Context: an optimization exercise on an open-source flow, tuned for a short achievable clock period and few clock cycles. The choices shown serve that exercise and are no tape-out recipe.
No functional check of the RTL was part of any run shown here.
Power figures rest on the tool's default switching activity, not on a simulated workload.

==> flow/design.v <==
`timescale 10ns / 1ns
module procesamiento#(
		parameter n = 120,
		parameter m = 160,
		parameter AW = 15,
		parameter DW = 12
		)
		(
		clk,
		rst,
		init_procesamiento,
		proc_addr_in,
		proc_data_in,
		color,
		figure,
		done
   );
input clk;
input rst;
input init_procesamiento;
output reg [AW-1:0] proc_addr_in;
input [DW-1:0] proc_data_in;
output reg [1:0] color;
output reg [1:0] figure;
output reg done;
localparam [14:0] IDLE_ADDR = 15'd158;
reg busy, rdv;
reg s0, s1, sA, s159, s160;       
reg first, fin, lastrow;
reg [7:0] pc;
reg [5:0] r;
reg [14:0] addr_p1;              
reg [14:0] X;                    
reg [14:0] c_m1, c_0;            
reg [14:0] c_159;                
reg [14:0] an, am1n, a0n;        
reg Snz;                         
reg rf3, rf4, fin3, fin4, fin5;   
wire start = ~busy & init_procesamiento;
wire rowend = (s159 & ~Snz) | s160;
always @(posedge clk) begin
	an   <= lastrow ? IDLE_ADDR : X + 15'd480;
	am1n <= lastrow ? 15'h7fff  : X + 15'd321;
	a0n  <= lastrow ? 15'd0     : X + 15'd322;
	c_159 <= X + 15'd1;
end
always @(posedge clk) begin
	if (rst) begin
		busy <= 0; rdv <= 0;
		s0 <= 1; s1 <= 0; sA <= 0; s159 <= 0; s160 <= 0;
		first <= 1; fin <= 0; lastrow <= 0;
		pc <= 0; r <= 0;
		proc_addr_in <= IDLE_ADDR;
		addr_p1 <= IDLE_ADDR + 15'd1;
		X <= IDLE_ADDR;
		c_m1 <= 15'h7fff;
		c_0 <= 15'd0;
	end else begin
		if (fin5) busy <= 0;
		if (rdv) begin
			if (s0) begin
				if (fin) begin
					rdv <= 0; first <= 1; fin <= 0; r <= 0; lastrow <= 0;
				end else begin
					s0 <= 0; s1 <= 1;
					proc_addr_in <= c_m1; addr_p1 <= c_0;
				end
			end
			if (s1) begin
				s1 <= 0; sA <= 1; pc <= 8'd2;
				proc_addr_in <= addr_p1; addr_p1 <= addr_p1 + 15'd1;
			end
			if (sA & ~s159) begin
				pc <= pc + 8'd1;
				s159 <= (pc == 8'd158);
				proc_addr_in <= addr_p1; addr_p1 <= addr_p1 + 15'd1;
			end
			if (s159 & Snz) begin
				sA <= 0; s159 <= 0; s160 <= 1;
				proc_addr_in <= c_159;
			end
			if (rowend) begin
				sA <= 0; s159 <= 0; s160 <= 0; s0 <= 1;
				proc_addr_in <= an;
				X <= an; c_m1 <= am1n; c_0 <= a0n;
				first <= 0;
				fin <= lastrow;
				r <= r + 6'd1;
				lastrow <= (r == 6'd38);
			end
		end else if (start) begin
			busy <= 1; rdv <= 1;
			s0 <= 0; s1 <= 1;
			proc_addr_in <= c_m1; addr_p1 <= c_0;
		end
	end
end
reg [11:0] d1;
reg f1_p0, f1_first, f1_fin, f1_pa, f1_p159, f1_p160;
wire v = rdv | start;
always @(posedge clk) begin
	d1 <= proc_data_in;
	f1_first <= first;
	f1_fin <= fin;
	if (rst) begin
		f1_p0 <= 0; f1_pa <= 0; f1_p159 <= 0; f1_p160 <= 0;
	end else begin
		f1_p0 <= v & s0;
		f1_pa <= rdv & sA;
		f1_p159 <= rdv & s159;
		f1_p160 <= rdv & s160;
	end
end
reg [11:0] t2, Sreg;
reg nz2, nz157, en2, re2, fin2, clr2;
wire nz1 = |d1;
always @(posedge clk) begin
	nz2 <= nz1;
	t2 <= f1_p0 ? Sreg : d1;
	if (f1_p0) begin Sreg <= d1; Snz <= nz1; end
	if (f1_p159) nz157 <= nz1;
	if (rst) begin
		en2 <= 0; re2 <= 0; fin2 <= 0; clr2 <= 0;
	end else begin
		en2 <= (f1_pa & nz2) | f1_p160 | (f1_p0 & ~f1_first & nz157);
		re2 <= f1_p0 & ~f1_first;
		fin2 <= f1_p0 & f1_fin;
		clr2 <= f1_p0 & f1_first;
	end
end
reg [7:0] Rl, Gl, Bl;
reg [8:0] Rh, Gh, Bh;
reg Rc, Gc, Bc;
reg [7:0] w, wb, wf, wprev;
reg wi;
reg [5:0] fv, am;
wire [3:0] tr = en2 ? t2[11:8] : 4'd0;
wire [3:0] tg = en2 ? t2[7:4]  : 4'd0;
wire [3:0] tb = en2 ? t2[3:0]  : 4'd0;
always @(posedge clk) begin
	if (clr2) begin
		Rl <= 0; Gl <= 0; Bl <= 0;
		Rh <= 0; Gh <= 0; Bh <= 0;
		Rc <= 0; Gc <= 0; Bc <= 0;
		w <= 0;
	end else begin
		{Rc, Rl} <= Rl + tr;
		{Gc, Gl} <= Gl + tg;
		{Bc, Bl} <= Bl + tb;
		Rh <= Rh + Rc;
		Gh <= Gh + Gc;
		Bh <= Bh + Bc;
		if (re2) w <= 0;
		else w <= w + en2;
	end
	if (re2) begin wb <= w; wi <= en2; end
	if (rf3) wf <= wb + wi;
	if (clr2) begin
		fv <= 0; am <= 0; wprev <= 0;
	end else if (rf4) begin
		if (wf > 8'd7) begin
			fv <= fv + 6'd1;
			if (wprev < wf) am <= am + 6'd1;
		end
		wprev <= wf;
	end
	if (rst) begin
		rf3 <= 0; rf4 <= 0; fin3 <= 0; fin4 <= 0; fin5 <= 0;
	end else begin
		rf3 <= re2;
		rf4 <= rf3;
		fin3 <= fin2;
		fin4 <= fin3;
		fin5 <= fin4;
	end
end
wire [16:0] R = {Rh, Rl};
wire [16:0] G = {Gh, Gl};
wire [16:0] B = {Bh, Bl};
reg rg, rb, gb, gr, br, bg;
always @(posedge clk) begin
	rg <= R > G; rb <= R > B;
	gr <= G > R; gb <= G > B;
	br <= B > R; bg <= B > G;
end
always @(posedge clk) begin
	if (rst) begin
		done <= 0; color <= 0; figure <= 0;
	end else if (start) begin
		done <= 0;
	end else if (fin5) begin
		done <= 1;
		if (rg & rb) color <= 2'd1;
		else if (gr & gb) color <= 2'd2;
		else if (br & bg) color <= 2'd3;
		else color <= 2'd0;
		if (fv >= am && am > (fv >> 1)) figure <= 2'd1;
		else if ((fv >> 1) >= am && am > (fv >> 2)) figure <= 2'd2;
		else if (fv > 0) figure <= 2'd3;
		else figure <= 2'd0;
	end
end
endmodule
==> flow/run.sh <==
#!/bin/bash
# synth_recipe.tcl (not shown) runs the flow's synth.tcl, then flattens the netlist and writes it again
# the make line also repeats each setting of config.mk as NAME=value (left out here)
make -C /OpenROAD-flow-scripts/flow DESIGN_CONFIG=/design/flow/config.mk WORK_HOME=/design/flow/orfs CLKGATE_MAP_FILE= SYNTH_SCRIPT=/design/flow/synth_recipe.tcl finish
==> flow/config.mk <==
export PLATFORM = sky130hd
export DESIGN_NAME = procesamiento
export DESIGN_NICKNAME = procesamiento
export VERILOG_FILES = /design/flow/design.v
export SDC_FILE = /design/flow/constraint.sdc
export NUM_CORES = 4
export LEC_CHECK = 0
export CAP_MARGIN = 20
export CORE_MARGIN = 2
export CORE_UTILIZATION = 40
export SLEW_MARGIN = 20
==> flow/constraint.sdc <==
create_clock -name core_clock -period 5.0 [get_ports {clk}]
set_input_delay 1.0000 -clock core_clock [delete_from_list [all_inputs] [get_ports {clk}]]
set_output_delay 1.0000 -clock core_clock [all_outputs]
set_load 0.01 [all_outputs]
==> results.txt, run 1 <==
share of cells above drive strength 1 7.707%; Post-Route WL 31600 um; PwrDens 355.3 mW/mm^2; gr ovfl total 0; CTS tree built; Setup TNS 0 ps; Fin Clk Skew 8.677 ps; flop and latch count out of synthesis 321; clk root buf clkbuf_16; Worst slew margin 27.38%; Post-CTS Hold Buffers 0; initial antenna violation count 0; drt first-iter violations 476; YS warnings 1; RR Startpoint rdv; min cycle time layout 2942 ps; Worst EP required 5440 ps; Final Max Slew Viols 0; total track usage 16.89%; grt peak-use layer met2; worst-case clock buffer depth 3; Die W 194.6 um; Post-DRT Antenna Nets 0; full die area 0.03786 mm^2; # diodes 0; Crit Path Max Fanout 21; worst min path class reg2reg; Slew @ Worst Pin 1089 ps; fin nets 1695; maximum VDD drop 242.3 uV; met2 usage 30.00%; GR Util met1 21.04%; placer congestion estimate 0.8157; Worst Setup Start Kind input pin; I/O Pins 35; initial core utilization 40.74%; core area 0.03566 mm^2; critical path class in2reg; vias per cell 5.277; reg2reg setup slack 2120 ps; CTS sink cnt 321; DRC Markers 0; wire per inst 15.36 um; dpl ws 1556 ps; vias in the first global route 10630; final worst path period share 58.84%; hpwl dp 21290 um; Critical Path End Type flop; final setup fails 0; drt first pass iters 5; post-CTS setup buffers 0; main area contributors after synthesis dfxtp_1, ha_1, edfxtp_1; Top FF cell, synth dfxtp_1; Port Buffers 34; RR Endpoint proc_addr_in[1]; Synth top area share 39.96%; Async SR Flop Fraction 0%; Resize count post-CTS 0; Final Hold Vio Count 0; largest net degree at the start of global routing 77; P&R area growth vs syn 13.24%; Syn Inst Count 1558; beginning of the critical path init_procesamiento; Syn Nets 1684; Synth Area per Inst 9.325 um^2; crit path capture proc_addr_in[4]; clock slew at reported path FFs 60 ps; status complete, no violations; mapped cell area 0.01453 mm^2; first-pass GRT wire length 53350 um; WHS Path Cells 0; area post-placement 0.01525 mm^2; worst skew pair latency 520 ps; area leader, netlist dfxtp_1; Post-synth EDFFs 31; CP arrival 3380 ps; Final WS setup 2058 ps; met3 usage 2.551%; sequential area share after synthesis 46.37%; R2R depth 6; Max Cap Viol 0; Max Clk Rate 0.3399 GHz; total CTS buffers 37; H-Tree Depth 2; Unique masters post-synth 68; RSZ-0062 raised after global routing false; post-route cell area 0.01645 mm^2; row count 69; Lkg Pwr 0.006614 uW; vias post-DR 10850; DIE HEIGHT 194.6 um
==> state kept, by name (all words and copies together) (netlist names), 9 cells and up <==
name and cells:
t2 12, Sreg 12, d1 12, am1n 15, proc_addr_in 15, Rh 9
c_159 15, X 14, c_m1 15, an 14, Bh 9, a0n 15
Gh 9, c_0 15, addr_p1 15
==> area by class of cell <==
class	count	area [um^2]
well taps	461	576.8
inverters	74	277.8
clock inverters	10	97.59
fillers	3405	19200
clock buffers	56	1100
repair buffers	48	440.4
flip-flops and latches	321	6739
multi-input cells	1087	7219
==> power breakdown <==
| group | total, uW | leakage (uW) | internal [uW] | switching [uW] |
|---|---|---|---|---|
| clock | 2630 | 0.000576 | 1580 | 1050 |
| sequential | 2760 | 0.00265 | 2690 | 73.8 |
| combinational | 454 | 0.00339 | 198 | 255 |
==> worst max-delay path, cell delays in order <==
cell	delay [ps]
clkdlybuf4s50_1	480
nor2b_1	140
buf_4	160
nor2_1	110
a41oi_2	920
buf_4	310
nor3_1	60
a31oi_1	190
==> worst min-delay path by stage <==
stage                from        to
floorplan           first  f1_first
global placement    first  f1_first
detailed placement  first  f1_first
CTS                 first  f1_first
global route        first  f1_first
finish              first  f1_first
==> logic make-up (layout without fill, tap and decap cells) <==
group	Yosys count	in the layout	share of synthesized area, %
and+or+nand+nor	541	541	18.44
AOI/OAI and AO/OA	334	334	14.91
DFF	321	321	46.37
buffers and inverters	150	188	4.082
adders and majority gates	111	111	9.715
xor gates and xnor gates	72	72	4.341
muxes	29	29	2.145
==> per-stage QoR <==
step	util, %	hold slack (ps)	instances	power, uW
after detailed placement	42.77	361.5	1991	3271
after global routing	46.14	372.9	2057	6079
after floorplan	-	331.3	1558	3108
final	46.14	373.6	2057	5845
after CTS	46.13	372.0	2057	5920
after global placement	42.77	361.7	1991	3261
==> cells in the mapped netlist (all sizes together), types with 17 or more instances <==
cell type,instances
o21ai,81
xnor2,42
edfxtp,31
a21oi,111
nor2b,26
nor3,24
clkbuf,47
nor2,118
and2,21
mux2,17
or3,28
nand4,21
buf,29
nand2,146
xor2,30
inv,73
ha,108
nand3,68
a21o,28
nand2b,21
dfxtp,290
==> per-layer routing <==
layer | part of all wire, % | wire, um | vias to the layer above
met2 | 49 | 15340 | 154
met3 | 3.3 | 1057 | 57
met4 | 2.5 | 779 | 0
met1 | 46 | 14420 | 5123
li1 | - | - | 5520
met5 | 0 | 0 | -
==> cells in the final DEF, fill, tap and decap left out, types with 9 or more instances in the layout <==
cell and n:
mux2_2 17, inv_1 72, a21oi_1 109, nor2b_1 26, nand2_1 145, nand2b_1 21
nand4_1 21, ha_1 108, and2_1 21, buf_4 14, edfxtp_1 31, or3_1 28
and3_1 15, a31oi_1 9, nor3_1 23, or2_2 15, xnor2_1 42, and4_1 13
nand3_1 68, clkdlybuf4s50_1 33, a21o_1 28, mux2i_1 12, dfxtp_1 288, nor2_1 118
xor2_1 30, a221oi_1 14, a311oi_1 10, o21ai_0 79, a211oi_1 14, clkbuf_1 11
clkbuf_16 39
==> run 2, diff against run 1 <==
--- a/flow/config.mk
+++ b/flow/config.mk
@@ -7,2 +7,3 @@
 export LEC_CHECK = 0
+export ABC_CLOCK_PERIOD_IN_PS = 1500
 export CAP_MARGIN = 20
@@ -10,2 +11,4 @@
 export CORE_UTILIZATION = 40
+export SETUP_SLACK_MARGIN = 3.5
 export SLEW_MARGIN = 20
+export TNS_END_PERCENT = 100
==> results.txt, run 2 <==
status complete, no violations (unchanged); hold path start first (unchanged); first-pass GRT wire length 62350 um (was 53350 um); # fillers 2951 (was 3405); row count 69 (unchanged); Worst Setup Start Kind flop (was input pin); crit path capture proc_addr_in[5] (was proc_addr_in[4]); Final Hold Vio Count 0 (unchanged); final setup fails 0 (unchanged); share of cells above drive strength 1 37.63% (was 7.707%); PwrDens 319.2 mW/mm^2 (was 355.3 mW/mm^2); worst skew pair latency 540 ps (was 520 ps); P&R area growth vs syn 40.07% (was 13.24%); Finished Layout Cells 2223 (was 2057); worst-case clock buffer depth 3 (unchanged); R2R depth 7 (was 6); initial core utilization 40.74% (unchanged); critical path class reg2out (was in2reg); YS warnings 1 (unchanged); Post-CTS Hold Buffers 0 (unchanged); full die area 0.03786 mm^2 (unchanged); Syn Nets 1684 (unchanged); vias per cell 5.496 (was 5.277); Max Clk Rate 0.4941 GHz (was 0.3399 GHz); clk root buf clkbuf_16 (unchanged); final worst path period share 40.48% (was 58.84%); DRC Markers 0 (unchanged); reg2reg setup slack 2990 ps (was 2120 ps); commonest non-fill, non-tap cell in the layout dfxtp_1 (unchanged); Lkg Pwr 0.008083 uW (was 0.006614 uW); Syn Inst Count 1558 (unchanged); Die W 194.6 um (unchanged); vias in the first global route 11860 (was 10630); wire per inst 18.31 um (was 15.36 um); mapped cell area 0.01453 mm^2 (unchanged); Synth top area share 39.96% (unchanged); beginning of the critical path proc_addr_in[5] (was init_procesamiento); drt first-iter violations 638 (was 476); fin nets 1860 (was 1695); slowest stage delay, CP 370 ps (was 920 ps); I/O Pins 35 (unchanged); placer congestion estimate 0.7877 (was 0.8157); RR Startpoint wf[2] (was rdv); Unique masters post-synth 68 (unchanged); Worst slew margin 56.63% (was 27.38%); CP arrival 1020 ps (was 3380 ps); total CTS buffers 37 (unchanged); synth cell count leaders dfxtp_1, nand2_1, nor2_1, a21oi_1, ha_1 (unchanged); crit path max-delay cell type dfxtp_2 (was a41oi_2); main area contributors after synthesis dfxtp_1, ha_1, edfxtp_1 (unchanged); Async SR Flop Fraction 0% (unchanged); Final WS setup 2976 ps (was 2058 ps); Crit. path cell count 1 (was 8); worst min path class reg2reg (unchanged); placed insts 1987 (was 1991); sequential area share after synthesis 46.37% (unchanged); gr ovfl total 0 (unchanged); CTS tree built (unchanged); maximum VDD drop 198.5 uV (was 242.3 uV); Post-Route WL 40710 um (was 31600 um); flop and latch count out of synthesis 321 (unchanged); Worst EP required 4000 ps (was 5440 ps); drt first pass iters 5 (unchanged); # diodes 0 (unchanged); H-Tree Depth 2 (unchanged); fin util 57.07% (was 46.14%); Setup TNS 0 ps (unchanged); CTS sink cnt 321 (unchanged); CP cell instances buf_6 (was clkdlybuf4s50_1 > nor2b_1 > buf_4 > nor2_1 > a41oi_2 > buf_4 > nor3_1 > a31oi_1); clock slew at reported path FFs 60 ps (about the same); Max Cap Viol 0 (unchanged); core area 0.03566 mm^2 (unchanged); Port Buffers 34 (unchanged); Top FF cell, synth dfxtp_1 (unchanged); Post-DRT Antenna Nets 0 (unchanged); Post-synth EDFFs 31 (unchanged); Critical Path End Type output port (was flop); total track usage 20.17% (was 16.89%); min cycle time layout 2024 ps (was 2942 ps); DIE HEIGHT 194.6 um (unchanged); initial antenna violation count 0 (unchanged); Slew @ Worst Pin 650.6 ps (was 1089 ps); most frequent cells in the layout dfxtp_1, nand2_1, buf_4, nor2_1, a21oi_1 (was dfxtp_1, nand2_1, nor2_1, a21oi_1, ha_1); largest net degree at the start of global routing 45 (was 77); Fin Clk Skew 37.68 ps (was 8.677 ps); RR Endpoint am[5] (was proc_addr_in[1]); dpl ws 2260 ps (was 1556 ps); count leader, synth dfxtp_1 (unchanged); Final Max Slew Viols 0 (unchanged); area leader, netlist dfxtp_1 (unchanged); Synth Area per Inst 9.325 um^2 (unchanged); RSZ-0062 raised after global routing true (was false); CP Buf/Inv Count 1 (was 3); Crit path max-delay family flip-flops (was compound AO/OA/AOI/OAI gates); Crit Path Max Fanout 2 (was 21); vias post-DR 12220 (was 10850); hpwl dp 22030 um (was 21290 um)
## run 2: cell type report
cell class	instances	area, um^2	share of cell area (%)
clock buffer	47	1013	4.981
tap	461	576.8	2.835
sequential	321	6952	34.16
clock inverter	20	310.3	1.525
multi-input combinational	1091	9006	44.26
timing repair buffer	209	2161	10.62
inverter	74	329.1	1.617
## run 2: worst min path at each step
stage | slack [ps] | endpoint | cells after the start
3_5_place_dp | 350 | f1_first | 0
4_1_cts | 360 | f1_first | 0
3_3_place_gp | 350 | f1_first | 0
5_1_grt | 380 | f1_first | 0
6_report | 360 | f1_first | 0
2_1_floorplan | 330 | f1_first | 0
## run 2: through the flow
step	power, uW	cell area [um^2]	hold slack (ps)
after global placement	3278	15600	348.5
after floorplan	3140	14990	331.3
final	6495	20350	357.7
after CTS	6457	19110	357.1
after global routing	6715	20350	376.9
after detailed placement	3289	15600	348.7
## run 2: power by group
part           internal [uW]  total (uW)  switching, uW  leakage, uW
registers               2680        2770           97.3      0.00269
logic                    385         768            384      0.00473
clock network           1850        2950           1100     0.000657
total                   4910        6490           1580      0.00808
## run 2: timing repair
item,CTS,global route
gates cloned,14,4
pin swaps,89,93
resized for setup,431,167
setup buffers,92,59
endpoints found under the setup margin,230,152
hold endpoints to repair,0,0
## run 2: per-layer routing
layer	global-route usage [%]	vias up	share of wire, %	wire length, um
met2	34.59	312	49	19900
met1	25.43	5937	43	17410
met4	7.493	0	3.2	1287
li1	-	5876	-	-
met5	0	-	0	0
met3	3.418	93	5.2	2118
## run 2: worst reg2reg max path, stage by stage, from the launching register on
cell	delay, ps
edfxtp_1	400
inv_2	80
ha_4	190
a211o_1	320
a31oi_4	210
o311ai_4	150
nor4_2	180
mux2_2	350
## run 2: kinds of logic (layout without fill, tap and decap cells)
kind of cell,after synthesis,after routing,share of synthesized area (%)
AO/OA/AOI/OAI,334,337,14.91
AND/OR/NAND/NOR,541,542,18.44
multiplexers,29,29,2.145
adder cells (fa/ha/maj),111,111,9.715
flip-flops,321,321,46.37
buffers and inverters,150,350,4.082
XOR/XNOR,72,72,4.341
==> run 3, diff against run 2 <==
--- a/flow/config.mk
+++ b/flow/config.mk
@@ -11,3 +11,3 @@
 export CORE_UTILIZATION = 40
-export SETUP_SLACK_MARGIN = 3.5
+export SETUP_SLACK_MARGIN = 3.0
 export SLEW_MARGIN = 20
==> results.txt, run 3 <==
Worst Setup Start Kind flop (unchanged); fin nets 1725 (was 1860); # fillers 3351 (was 2951); Post-synth EDFFs 31 (unchanged); worst skew pair latency 530 ps (was 540 ps); Top FF cell, synth dfxtp_1 (unchanged); worst-case clock buffer depth 3 (unchanged); flop and latch count out of synthesis 321 (unchanged); Syn Nets 1684 (unchanged); drt first-iter violations 488 (was 638); initial core utilization 40.74% (unchanged); hpwl dp 21570 um (was 22030 um); PwrDens 343.4 mW/mm^2 (was 319.2 mW/mm^2); Die W 194.6 um (unchanged); mapped cell area 0.01453 mm^2 (unchanged); final worst path period share 40.23% (was 40.48%); commonest non-fill, non-tap cell in the layout dfxtp_1 (unchanged); Max Cap Viol 0 (unchanged); YS warnings 1 (unchanged); cell-internal power 4449 uW (was 4912 uW); Async SR Flop Fraction 0% (unchanged); worst min path class reg2reg (unchanged); total CTS buffers 36 (was 37); placer congestion estimate 0.7959 (was 0.7877); clock slew at reported path FFs 60 ps (about the same); initial antenna violation count 1 (was 0); combinational power share 8.5% (was 11.8%); H-Tree Depth 2 (unchanged); Final Max Slew Viols 0 (unchanged); Slew @ Worst Pin 900.1 ps (was 650.6 ps); area leader, netlist dfxtp_1 (unchanged); Syn Inst Count 1558 (unchanged); CP arrival 2380 ps (was 1020 ps); vias post-DR 11130 (was 12220); Post-DRT Antenna Nets 0 (unchanged); total track usage 17.55% (was 20.17%); Post-Route WL 33480 um (was 40710 um); first-pass GRT wire length 54850 um (was 62350 um); CTS tree built (unchanged); I/O Pins 35 (unchanged); switching share of power 24.10% (was 24.36%); min cycle time layout 2012 ps (was 2024 ps); vias per cell 5.343 (was 5.496); sequential power share 47.3% (was 42.7%); Clk pwr share 44.1% (was 45.5%); WHS Path Cells 0 (unchanged); # diodes 0 (unchanged); DIE HEIGHT 194.6 um (unchanged); largest net degree at the start of global routing 77 (was 45); sequential area share after synthesis 46.37% (unchanged); maximum VDD drop 207.7 uV (was 198.5 uV); RSZ-0062 raised after global routing true (unchanged); Crit Path Max Fanout 4 (was 2); Lkg Pwr 0.006902 uW (was 0.008083 uW); row count 69 (unchanged); R2R depth 9 (was 7); Synth top area share 39.96% (unchanged); Psw 1413 uW (was 1582 uW); Fin Clk Skew 16.38 ps (was 37.68 ps); wire per inst 16.06 um (was 18.31 um); CTS sink cnt 321 (unchanged); clk root buf clkbuf_16 (unchanged); vias in the first global route 10800 (was 11860); most frequent cells in the layout dfxtp_1, nand2_1, nor2_1, ha_1, a21oi_1 (was dfxtp_1, nand2_1, buf_4, nor2_1, a21oi_1); Synth Area per Inst 9.325 um^2 (unchanged); share of cells above drive strength 1 15.34% (was 37.63%); core area 0.03566 mm^2 (unchanged); Worst EP required 5370 ps (was 4000 ps); area of the multi-input gates 0.007542 mm^2 (was 0.009006 mm^2); count leader, synth dfxtp_1 (unchanged); DRC Markers 0 (unchanged); full die area 0.03786 mm^2 (unchanged); main area contributors after synthesis dfxtp_1, ha_1, edfxtp_1 (unchanged); P&R area growth vs syn 17.51% (was 40.07%); Port Buffers 34 (unchanged); Post-CTS Hold Buffers 0 (unchanged); Critical Path End Type flop (was output port); worst hold margin 374.4 ps (was 357.7 ps); gr ovfl total 0 (unchanged); synth cell count leaders dfxtp_1, nand2_1, nor2_1, a21oi_1, ha_1 (unchanged); Register Area 0.006787 mm^2 (was 0.006952 mm^2); Max Clk Rate 0.4971 GHz (was 0.4941 GHz); status complete, no violations (unchanged); Final Hold Vio Count 0 (unchanged); drt first pass iters 5 (unchanged); Worst slew margin 39.44% (was 56.63%); final setup fails 0 (unchanged); total power 5862 uW (was 6495 uW); Setup TNS 0 ps (unchanged); Unique masters post-synth 68 (unchanged); critical path class reg2reg (was reg2out)
## run 3: cell counts after synthesis
No cell type changed its count.
## run 3: metrics by stage
step	setup WS, ps	utilization [%]	std cells	cell area [um^2]
floorplan	2982	-	1558	14550
global placement	1717	42.77	1989	15250
detailed placement	1593	42.77	1989	15250
CTS	2902	47.08	2072	16790
global route	2903	47.88	2084	17070
finish	2988	47.88	2084	17070
## run 3: cell type report
| cell class | count | share of cell area (%) |
|---|---|---|
| Clock buffer | 46 | 5.915 |
| Timing Repair Buffer | 75 | 4.266 |
| Tap cell | 461 | 3.379 |
| Inverter | 74 | 1.649 |
| Sequential cell | 321 | 39.75 |
| Clock inverter | 16 | 0.8575 |
| Multi-Input combinational cell | 1091 | 44.18 |
## run 3: what timing repair did
item | in CTS | in global routing
buffers inserted | 17 | 12
gates cloned | 4 | 0
resized for setup | 153 | 50
pin swaps | 8 | 10
setup endpoints to repair | 142 | 83
## run 3: per-layer routing
layer  part of all wire [%]  global-route usage (%)
met5                      0                       0
met4                    2.3                   5.698
met3                    4.2                   2.776
met2                     49                   30.94
met1                     45                   21.86
## run 3: kinds of logic after synthesis
| family | after synthesis | synth area share (%) |
|---|---|---|
| buffers and inverters | 150 | 4.082 |
| muxes | 29 | 2.145 |
| AOI/OAI and AO/OA | 334 | 14.91 |
| adders and majority gates | 111 | 9.715 |
| xor gates and xnor gates | 72 | 4.341 |
| and+or+nand+nor | 541 | 18.44 |
| DFF | 321 | 46.37 |
## run 3: worst paths after layout
path / from / to / slack, ps
min reg2reg: first / f1_first / 370
max reg2reg: wf[2] / am[2] / 2990
min: first / f1_first / 370
max: wf[2] / am[2] / 2990
## run 3: power by group through the flow
stage | clock [uW] | sequential, uW | combinational [uW]
2_1_floorplan | 0 | 2790 | 320
3_3_place_gp | 0 | 2820 | 434
3_5_place_dp | 0 | 2820 | 445
4_1_cts | 2650 | 2770 | 483
5_1_grt | 2760 | 2780 | 553
6_report | 2590 | 2770 | 501
## run 3: critical path, cell delays in order (launching register included)
cell,delay (ps)
edfxtp_1,400
inv_2,90
ha_4,210
a211o_1,280
a31oi_4,220
buf_4,150
buf_6,80
o311a_4,210
a31o_2,160
a21oi_2,50

[what the ideal ports hide]
The results above use ideal ports. As a check the final layouts listed here were re-extracted and re-timed, cells and wires unchanged. Step 1 sets driving cells, clkbuf_16 on the clock port and buf_2 on the other inputs (assumed; they add their load-dependent delay and slew). Step 2 times the ports against the registers' clock, not the clock port: input delays grow and output delays shrink by t, the midpoint of the rising clock arrivals with the driver on. a / b / c = ideal / step 1 / step 2; a / b = the first two.
| run | t, ns | slack for setup (ns) | clock arrival spread, ns |
|---|---|---|---|
| run 1 | 0.569 | 2.058 / 2.078 / 1.510 | 0.010 / 0.009 |
| run 2 | 0.575 | 2.976 / 2.925 / 2.633 | 0.038 / 0.037 |
| run 3 | 0.574 | 2.988 / 2.947 / 2.512 | 0.023 / 0.023 |
After both steps setup and hold are still met in every run listed. The setup slack of run 1, which loses most, moves by +0.020 ns with the drivers and by -0.548 ns with both steps.
